Context: an optimization exercise on an open-source flow, tuned for small area, a short achievable clock period and few clock cycles per item. The choices shown serve that exercise and are no tape-out recipe.
At most, simulation tests tie the RTL to the original design; equivalence was not proved.
No activity file was given, so power comes from the tool's default toggle rates.

==> branch raven <==
Design md5, start of the top module:
module md5(
    input clk,
    input reset,
    input [0:8*8-1] input_num,
    input input_valid,
    output [0:128-1] output_hash,
    output output_valid
);
localparam [31:0] H0 = 32'h67452301;
localparam [31:0] H1 = 32'hefcdab89;
localparam [31:0] H2 = 32'h98badcfe;
localparam [31:0] H3 = 32'h10325476;
reg idle;        
reg rnd;         
reg fin;         
reg done;        
reg [6:0] i;     
reg [31:0] b, c, d, x;
reg [31:0] w0, w1;   
wire [31:0] in_w0 = {input_num[24:31], input_num[16:23], input_num[8:15], input_num[0:7]};
wire [31:0] in_w1 = {input_num[56:63], input_num[48:55], input_num[40:47], input_num[32:39]};
wire last_rnd = i[5:0] == 6'd63;
wire last_fin = i[1:0] == 2'd2;
wire idle_n = reset || (idle && !input_valid);
wire rnd_n = !reset && ((idle && input_valid) || (rnd && !last_rnd));
wire fin_n = !reset && ((rnd && last_rnd) || (fin && !last_fin));
wire done_n = !reset && (done || (fin && last_fin));
always @(posedge clk) begin
    idle <= idle_n;
    rnd <= rnd_n;
    fin <= fin_n;
    done <= done_n;
end
wire step = rnd || fin;
wire [6:0] i_next = idle ? 7'd0 : i + 7'd1;
always @(posedge clk)
    i <= i_next;
reg [4:0] fs;
reg [3:0] rc, rf;
reg [4:0] fs_n;
reg [3:0] rc_n, rf_n;
always @(*) begin
    fs_n = 5'd0;
    rc_n = 4'd0;
    rf_n = 4'd0;
    if (rnd_n) begin
        if (i_next[5:0] == 6'd0)
            fs_n[4] = 1'b1;
        else
            fs_n[i_next[5:4]] = 1'b1;
        rc_n[i_next[1:0]] = 1'b1;
        case ({i_next[5:4], i_next[1:0]})
            4'd0, 4'd1, 4'd2: rf_n[3] = 1'b1;
            4'd3: rf_n[2] = 1'b1;
            4'd4: rf_n[1] = 1'b1;
            4'd5, 4'd6, 4'd7: rf_n[0] = 1'b1;
            4'd8: rf_n[0] = 1'b1;
            4'd9, 4'd10: rf_n[2] = 1'b1;
            4'd11: rf_n[3] = 1'b1;
            4'd12: rf_n[2] = 1'b1;
            default: rf_n[1] = 1'b1;
        endcase
    end else if (fin_n) begin
        rc_n[0] = 1'b1;
        rf_n[0] = 1'b1;
    end
end
  ...
clock: 10.0 ns
lec_check: 0
abc_area: 1
cap_margin: 20
core_margin: 2
core_utilization: 40
place_density: 0.6
setup_slack_margin: 5
slew_margin: 20
standard.sh (not shown) runs the stock make flow with config.mk's settings and CLKGATE_MAP_FILE= SYNTH_SCRIPT=/design/flow/synth_recipe.tcl, a recipe that flattens the netlist after the stock synthesis.
==> flow/flow/run.sh <==
#!/bin/bash
set -euo pipefail
export BUFFER_PORTS_ARGS="-buffer_cell sky130_fd_sc_hd__buf_1"
bash standard.sh > standard.log 2>&1
==> inputs of branch garnet, as changes to branch raven <==
--- a/flow/design.v
+++ b/flow/design.v
@@ -17,55 +17,54 @@
 reg [6:0] i;     
 reg [31:0] b, c, d, x;
 reg [31:0] w0, w1;   
 wire [31:0] in_w0 = {input_num[24:31], input_num[16:23], input_num[8:15], input_num[0:7]};
 wire [31:0] in_w1 = {input_num[56:63], input_num[48:55], input_num[40:47], input_num[32:39]};
-wire last_rnd = i[5:0] == 6'd63;
-wire last_fin = i[1:0] == 2'd2;
-wire idle_n = reset || (idle && !input_valid);
-wire rnd_n = !reset && ((idle && input_valid) || (rnd && !last_rnd));
-wire fin_n = !reset && ((rnd && last_rnd) || (fin && !last_fin));
-wire done_n = !reset && (done || (fin && last_fin));
 always @(posedge clk) begin
-    idle <= idle_n;
-    rnd <= rnd_n;
-    fin <= fin_n;
-    done <= done_n;
+    if (reset) begin
+        idle <= 1'b1;
+        rnd <= 1'b0;
+        fin <= 1'b0;
+        done <= 1'b0;
+    end else begin
+        if (idle && input_valid) begin
+            idle <= 1'b0;
+            rnd <= 1'b1;
+        end
+        if (rnd && i[5:0] == 6'd63) begin
+            rnd <= 1'b0;
+            fin <= 1'b1;
+        end
+        if (fin && i[1:0] == 2'd2) begin
+            fin <= 1'b0;
+            done <= 1'b1;
+        end
+    end
 end
 wire step = rnd || fin;
 wire [6:0] i_next = idle ? 7'd0 : i + 7'd1;
 always @(posedge clk)
     i <= i_next;
-reg [4:0] fs;
-reg [3:0] rc, rf;
-reg [4:0] fs_n;
-reg [3:0] rc_n, rf_n;
+reg [3:0] fs, rc, rf;
+reg [3:0] fs_n, rc_n, rf_n;
 always @(*) begin
-    fs_n = 5'd0;
+    fs_n = 4'd0;
+    fs_n[i_next[5:4]] = 1'b1;
     rc_n = 4'd0;
+    rc_n[i_next[1:0]] = 1'b1;
     rf_n = 4'd0;
-    if (rnd_n) begin
-        if (i_next[5:0] == 6'd0)
-            fs_n[4] = 1'b1;
-        else
-            fs_n[i_next[5:4]] = 1'b1;
-        rc_n[i_next[1:0]] = 1'b1;
-        case ({i_next[5:4], i_next[1:0]})
-            4'd0, 4'd1, 4'd2: rf_n[3] = 1'b1;
-            4'd3: rf_n[2] = 1'b1;
-            4'd4: rf_n[1] = 1'b1;
-            4'd5, 4'd6, 4'd7: rf_n[0] = 1'b1;
-            4'd8: rf_n[0] = 1'b1;
-            4'd9, 4'd10: rf_n[2] = 1'b1;
-            4'd11: rf_n[3] = 1'b1;
-            4'd12: rf_n[2] = 1'b1;
-            default: rf_n[1] = 1'b1;
-        endcase
-    end else if (fin_n) begin
-        rc_n[0] = 1'b1;
-        rf_n[0] = 1'b1;
-    end
+    case ({i_next[5:4], i_next[1:0]})
+        4'd0, 4'd1, 4'd2: rf_n[3] = 1'b1;
+        4'd3: rf_n[2] = 1'b1;
+        4'd4: rf_n[1] = 1'b1;
+        4'd5, 4'd6, 4'd7: rf_n[0] = 1'b1;
+        4'd8: rf_n[0] = 1'b1;
+        4'd9, 4'd10: rf_n[2] = 1'b1;
+        4'd11: rf_n[3] = 1'b1;
+        4'd12: rf_n[2] = 1'b1;
+        default: rf_n[1] = 1'b1;
+    endcase
 end
 always @(posedge clk) begin
     fs <= fs_n;
     rc <= rc_n;
     rf <= rf_n;
@@ -145,31 +144,36 @@
     endcase
     sel_w0 <= i_next == 7'd18 || i_next == 7'd40 || i_next == 7'd47;
     sel_w1 <= i_next == 7'd0 || i_next == 7'd15 || i_next == 7'd35 || i_next == 7'd54;
 end
 wire [31:0] wnext = ({32{sel_w0}} & w0) | ({32{sel_w1}} & w1);
-wire [31:0] x_a = idle ? 32'd0 : d;
-wire [31:0] x_k = idle ? 32'hd76aa477 : knext;
-wire [31:0] x_m = idle ? 32'd0 : wnext;
+wire [31:0] x_a = idle ? H0 : d;
+wire [31:0] x_k = idle ? 32'hd76aa478 : knext;
+wire [31:0] x_m = idle ? in_w0 : wnext;
 wire [31:0] x_next = x_a + x_k + x_m;
 wire [31:0] f = ({32{fs[0]}} & ((b & c) | (~b & d)))
               | ({32{fs[1]}} & ((d & b) | (~d & c)))
               | ({32{fs[2]}} & (b ^ c ^ d))
-              | ({32{fs[3]}} & (c ^ (b | ~d)))
-              | ({32{fs[4]}} & w0);
+              | ({32{fs[3]}} & (c ^ (b | ~d)));
 wire [31:0] t = f + x;
 wire [31:0] t1 = ({32{rc[0]}} & {t[27:0], t[31:28]})
                | ({32{rc[1]}} & {t[22:0], t[31:23]})
                | ({32{rc[2]}} & {t[17:0], t[31:18]})
                | ({32{rc[3]}} & {t[11:0], t[31:12]});
 wire [31:0] t2 = ({32{rf[0]}} & t1)
                | ({32{rf[1]}} & {t1[30:0], t1[31]})
                | ({32{rf[2]}} & {t1[29:0], t1[31:30]})
                | ({32{rf[3]}} & {t1[28:0], t1[31:29]});
-wire [31:0] bop = idle ? H1 : fin ? 32'd0 : b;
-always @(posedge clk)
-    b <= bop + t2;
+wire [31:0] b_next = b + t2;
+always @(posedge clk) begin
+    if (rnd)
+        b <= b_next;
+    else if (fin)
+        b <= x;
+    else if (idle)
+        b <= H1;
+end
 always @(posedge clk) begin
     if (idle) begin
         c <= H2;
         d <= H3;
         w0 <= in_w0;
@@ -181,14 +185,11 @@
 end
 always @(posedge clk) begin
     if (idle || step)
         x <= x_next;
 end
-wire [31:0] o0 = {d[3:0], d[31:4]};
-wire [31:0] o2 = {b[3:0], b[31:4]};
-wire [31:0] o3 = {c[3:0], c[31:4]};
 assign output_valid = done;
-assign output_hash = {o0[7:0], o0[15:8], o0[23:16], o0[31:24],
+assign output_hash = {d[7:0], d[15:8], d[23:16], d[31:24],
                       x[7:0], x[15:8], x[23:16], x[31:24],
-                      o2[7:0], o2[15:8], o2[23:16], o2[31:24],
-                      o3[7:0], o3[15:8], o3[23:16], o3[31:24]};
+                      b[7:0], b[15:8], b[23:16], b[31:24],
+                      c[7:0], c[15:8], c[23:16], c[31:24]};
 endmodule
--- a/flow/config.mk
+++ b/flow/config.mk
@@ -8,7 +8,7 @@
 export ABC_AREA = 1
 export CAP_MARGIN = 20
 export CORE_MARGIN = 2
 export CORE_UTILIZATION = 40
 export PLACE_DENSITY = 0.6
-export SETUP_SLACK_MARGIN = 5
+export SETUP_SLACK_MARGIN = 4.5
 export SLEW_MARGIN = 20
==> inputs of branch tundra, as changes to branch raven <==
--- a/flow/design.v
+++ b/flow/design.v
@@ -9,10 +9,11 @@
 localparam [31:0] H0 = 32'h67452301;
 localparam [31:0] H1 = 32'hefcdab89;
 localparam [31:0] H2 = 32'h98badcfe;
 localparam [31:0] H3 = 32'h10325476;
 reg idle;        
+reg prep;        
 reg rnd;         
 reg fin;         
 reg done;        
 reg [6:0] i;     
 reg [31:0] b, c, d, x;
@@ -20,36 +21,33 @@
 wire [31:0] in_w0 = {input_num[24:31], input_num[16:23], input_num[8:15], input_num[0:7]};
 wire [31:0] in_w1 = {input_num[56:63], input_num[48:55], input_num[40:47], input_num[32:39]};
 wire last_rnd = i[5:0] == 6'd63;
 wire last_fin = i[1:0] == 2'd2;
 wire idle_n = reset || (idle && !input_valid);
-wire rnd_n = !reset && ((idle && input_valid) || (rnd && !last_rnd));
+wire prep_n = !reset && idle && input_valid;
+wire rnd_n = !reset && (prep || (rnd && !last_rnd));
 wire fin_n = !reset && ((rnd && last_rnd) || (fin && !last_fin));
 wire done_n = !reset && (done || (fin && last_fin));
 always @(posedge clk) begin
     idle <= idle_n;
+    prep <= prep_n;
     rnd <= rnd_n;
     fin <= fin_n;
     done <= done_n;
 end
 wire step = rnd || fin;
-wire [6:0] i_next = idle ? 7'd0 : i + 7'd1;
+wire [6:0] i_next = idle ? 7'd127 : i + 7'd1;
 always @(posedge clk)
     i <= i_next;
-reg [4:0] fs;
-reg [3:0] rc, rf;
-reg [4:0] fs_n;
-reg [3:0] rc_n, rf_n;
+reg [3:0] fs, rc, rf;
+reg [3:0] fs_n, rc_n, rf_n;
 always @(*) begin
-    fs_n = 5'd0;
+    fs_n = 4'd0;
     rc_n = 4'd0;
     rf_n = 4'd0;
     if (rnd_n) begin
-        if (i_next[5:0] == 6'd0)
-            fs_n[4] = 1'b1;
-        else
-            fs_n[i_next[5:4]] = 1'b1;
+        fs_n[i_next[5:4]] = 1'b1;
         rc_n[i_next[1:0]] = 1'b1;
         case ({i_next[5:4], i_next[1:0]})
             4'd0, 4'd1, 4'd2: rf_n[3] = 1'b1;
             4'd3: rf_n[2] = 1'b1;
             4'd4: rf_n[1] = 1'b1;
@@ -139,50 +137,107 @@
         7'd62: knext <= 32'heb86d391;
         7'd63: knext <= 32'h67452301;
         7'd64: knext <= 32'h10325476;
         7'd65: knext <= 32'h98badcfe;
         7'd66: knext <= 32'hefcdab89;
+        7'd67: knext <= 32'h00000000;
+        7'd68: knext <= 32'h00000000;
+        7'd69: knext <= 32'h00000000;
+        7'd70: knext <= 32'h00000000;
+        7'd71: knext <= 32'h00000000;
+        7'd72: knext <= 32'h00000000;
+        7'd73: knext <= 32'h00000000;
+        7'd74: knext <= 32'h00000000;
+        7'd75: knext <= 32'h00000000;
+        7'd76: knext <= 32'h00000000;
+        7'd77: knext <= 32'h00000000;
+        7'd78: knext <= 32'h00000000;
+        7'd79: knext <= 32'h00000000;
+        7'd80: knext <= 32'h00000000;
+        7'd81: knext <= 32'h00000000;
+        7'd82: knext <= 32'h00000000;
+        7'd83: knext <= 32'h00000000;
+        7'd84: knext <= 32'h00000000;
+        7'd85: knext <= 32'h00000000;
+        7'd86: knext <= 32'h00000000;
+        7'd87: knext <= 32'h00000000;
+        7'd88: knext <= 32'h00000000;
+        7'd89: knext <= 32'h00000000;
+        7'd90: knext <= 32'h00000000;
+        7'd91: knext <= 32'h00000000;
+        7'd92: knext <= 32'h00000000;
+        7'd93: knext <= 32'h00000000;
+        7'd94: knext <= 32'h00000000;
+        7'd95: knext <= 32'h00000000;
+        7'd96: knext <= 32'h00000000;
+        7'd97: knext <= 32'h00000000;
+        7'd98: knext <= 32'h00000000;
+        7'd99: knext <= 32'h00000000;
+        7'd100: knext <= 32'h00000000;
+        7'd101: knext <= 32'h00000000;
+        7'd102: knext <= 32'h00000000;
+        7'd103: knext <= 32'h00000000;
+        7'd104: knext <= 32'h00000000;
+        7'd105: knext <= 32'h00000000;
+        7'd106: knext <= 32'h00000000;
+        7'd107: knext <= 32'h00000000;
+        7'd108: knext <= 32'h00000000;
+        7'd109: knext <= 32'h00000000;
+        7'd110: knext <= 32'h00000000;
+        7'd111: knext <= 32'h00000000;
+        7'd112: knext <= 32'h00000000;
+        7'd113: knext <= 32'h00000000;
+        7'd114: knext <= 32'h00000000;
+        7'd115: knext <= 32'h00000000;
+        7'd116: knext <= 32'h00000000;
+        7'd117: knext <= 32'h00000000;
+        7'd118: knext <= 32'h00000000;
+        7'd119: knext <= 32'h00000000;
+        7'd120: knext <= 32'h00000000;
+        7'd121: knext <= 32'h00000000;
+        7'd122: knext <= 32'h00000000;
+        7'd123: knext <= 32'h00000000;
+        7'd124: knext <= 32'h00000000;
+        7'd125: knext <= 32'h00000000;
+        7'd126: knext <= 32'h00000000;
+        7'd127: knext <= 32'hd76aa478;
         default: knext <= 32'h0;
     endcase
-    sel_w0 <= i_next == 7'd18 || i_next == 7'd40 || i_next == 7'd47;
+    sel_w0 <= i_next == 7'd127 || i_next == 7'd18 || i_next == 7'd40 || i_next == 7'd47;
     sel_w1 <= i_next == 7'd0 || i_next == 7'd15 || i_next == 7'd35 || i_next == 7'd54;
 end
 wire [31:0] wnext = ({32{sel_w0}} & w0) | ({32{sel_w1}} & w1);
-wire [31:0] x_a = idle ? 32'd0 : d;
-wire [31:0] x_k = idle ? 32'hd76aa477 : knext;
-wire [31:0] x_m = idle ? 32'd0 : wnext;
-wire [31:0] x_next = x_a + x_k + x_m;
+wire [31:0] x_next = d + knext + wnext;
 wire [31:0] f = ({32{fs[0]}} & ((b & c) | (~b & d)))
               | ({32{fs[1]}} & ((d & b) | (~d & c)))
               | ({32{fs[2]}} & (b ^ c ^ d))
-              | ({32{fs[3]}} & (c ^ (b | ~d)))
-              | ({32{fs[4]}} & w0);
+              | ({32{fs[3]}} & (c ^ (b | ~d)));
 wire [31:0] t = f + x;
 wire [31:0] t1 = ({32{rc[0]}} & {t[27:0], t[31:28]})
                | ({32{rc[1]}} & {t[22:0], t[31:23]})
                | ({32{rc[2]}} & {t[17:0], t[31:18]})
                | ({32{rc[3]}} & {t[11:0], t[31:12]});
 wire [31:0] t2 = ({32{rf[0]}} & t1)
                | ({32{rf[1]}} & {t1[30:0], t1[31]})
                | ({32{rf[2]}} & {t1[29:0], t1[31:30]})
                | ({32{rf[3]}} & {t1[28:0], t1[31:29]});
-wire [31:0] bop = idle ? H1 : fin ? 32'd0 : b;
+wire [31:0] bop = idle ? H2 : prep ? H1 : fin ? 32'd0 : b;
 always @(posedge clk)
     b <= bop + t2;
 always @(posedge clk) begin
     if (idle) begin
-        c <= H2;
-        d <= H3;
+        c <= H3;
+        d <= H0;
         w0 <= in_w0;
         w1 <= in_w1;
-    end else if (step) begin
+    end else if (prep || step) begin
         c <= b;
         d <= c;
     end
 end
 always @(posedge clk) begin
-    if (idle || step)
+    if (prep || step)
         x <= x_next;
 end
 wire [31:0] o0 = {d[3:0], d[31:4]};
 wire [31:0] o2 = {b[3:0], b[31:4]};
 wire [31:0] o3 = {c[3:0], c[31:4]};
--- a/flow/config.mk
+++ b/flow/config.mk
@@ -7,8 +7,10 @@
 export LEC_CHECK = 0
 export ABC_AREA = 1
 export CAP_MARGIN = 20
 export CORE_MARGIN = 2
 export CORE_UTILIZATION = 40
+export CTS_CLUSTER_DIAMETER = 80
+export CTS_CLUSTER_SIZE = 25
 export PLACE_DENSITY = 0.6
 export SETUP_SLACK_MARGIN = 5
 export SLEW_MARGIN = 20
==> impl_results.md <==
- Status: finished clean
- Reg-to-reg critical path startpoint: b[18]
- Launch point of the worst path: b[18]
- Power Clock: 1.11 mW
- Sequential fraction of the synthesis area: 29.3%
- DP HPWL: 72600 um
- Synth area leaders: edfxtp_1, nand2_1, dfxtp_1
That was branch garnet.
==> impl_results.md <==
- Status: finished clean
- DP HPWL: 70100 um
- Power Clock: 0.910 mW
- Reg-to-reg critical path startpoint: b[19]
That was branch tundra.
==> impl_results.md <==
- Reg-to-reg critical path startpoint: fs[0]
- Sequential fraction of the synthesis area: 27.9%
- Status: finished clean
- DP HPWL: 73000 um
- Power Clock: 1.17 mW
- Launch point of the worst path: fs[0]
That was branch raven.
Testbench counts of branch tundra, summed over its fixed seeds: cycles 27,256, hashes 384.
No functional check of the RTL was part of branch raven and branch garnet.

==> what the ideal ports hide <==
In the flow no input, the clock included, has a driving cell. The finished layouts below were timed again as built, in two steps.
Step 1 (the two cells are an assumption about what drives the block):
set clk [get_ports {clk}]
set_driving_cell -lib_cell sky130_fd_sc_hd__clkbuf_16 $clk
set_driving_cell -lib_cell sky130_fd_sc_hd__buf_2 [delete_from_list [all_inputs] $clk]
Step 2 moves the port delays by t, midway between the first and last clock arrival at a register: inputs arrive t later, outputs are due t later. That takes back most of the time a late clock gives input paths.
a / b / c = ideal ports / drivers / drivers and shift; a / b = the first two.
run | shift t [ns] | setup slack, ns | worst register clock-pin slew, ns
branch raven | 0.654 | 5.039 / 5.039 / 5.039 | 0.08 / 0.08
branch garnet | 0.667 | 4.644 / 4.644 / 4.347 | 0.06 / 0.06
branch tundra | 0.608 | 5.229 / 5.229 / 5.229 | 0.11 / 0.11
After both steps every run listed still meets setup and hold. The setup slack of branch garnet, which loses most, moves by 0.000 ns with the drivers and by -0.297 ns with both steps.
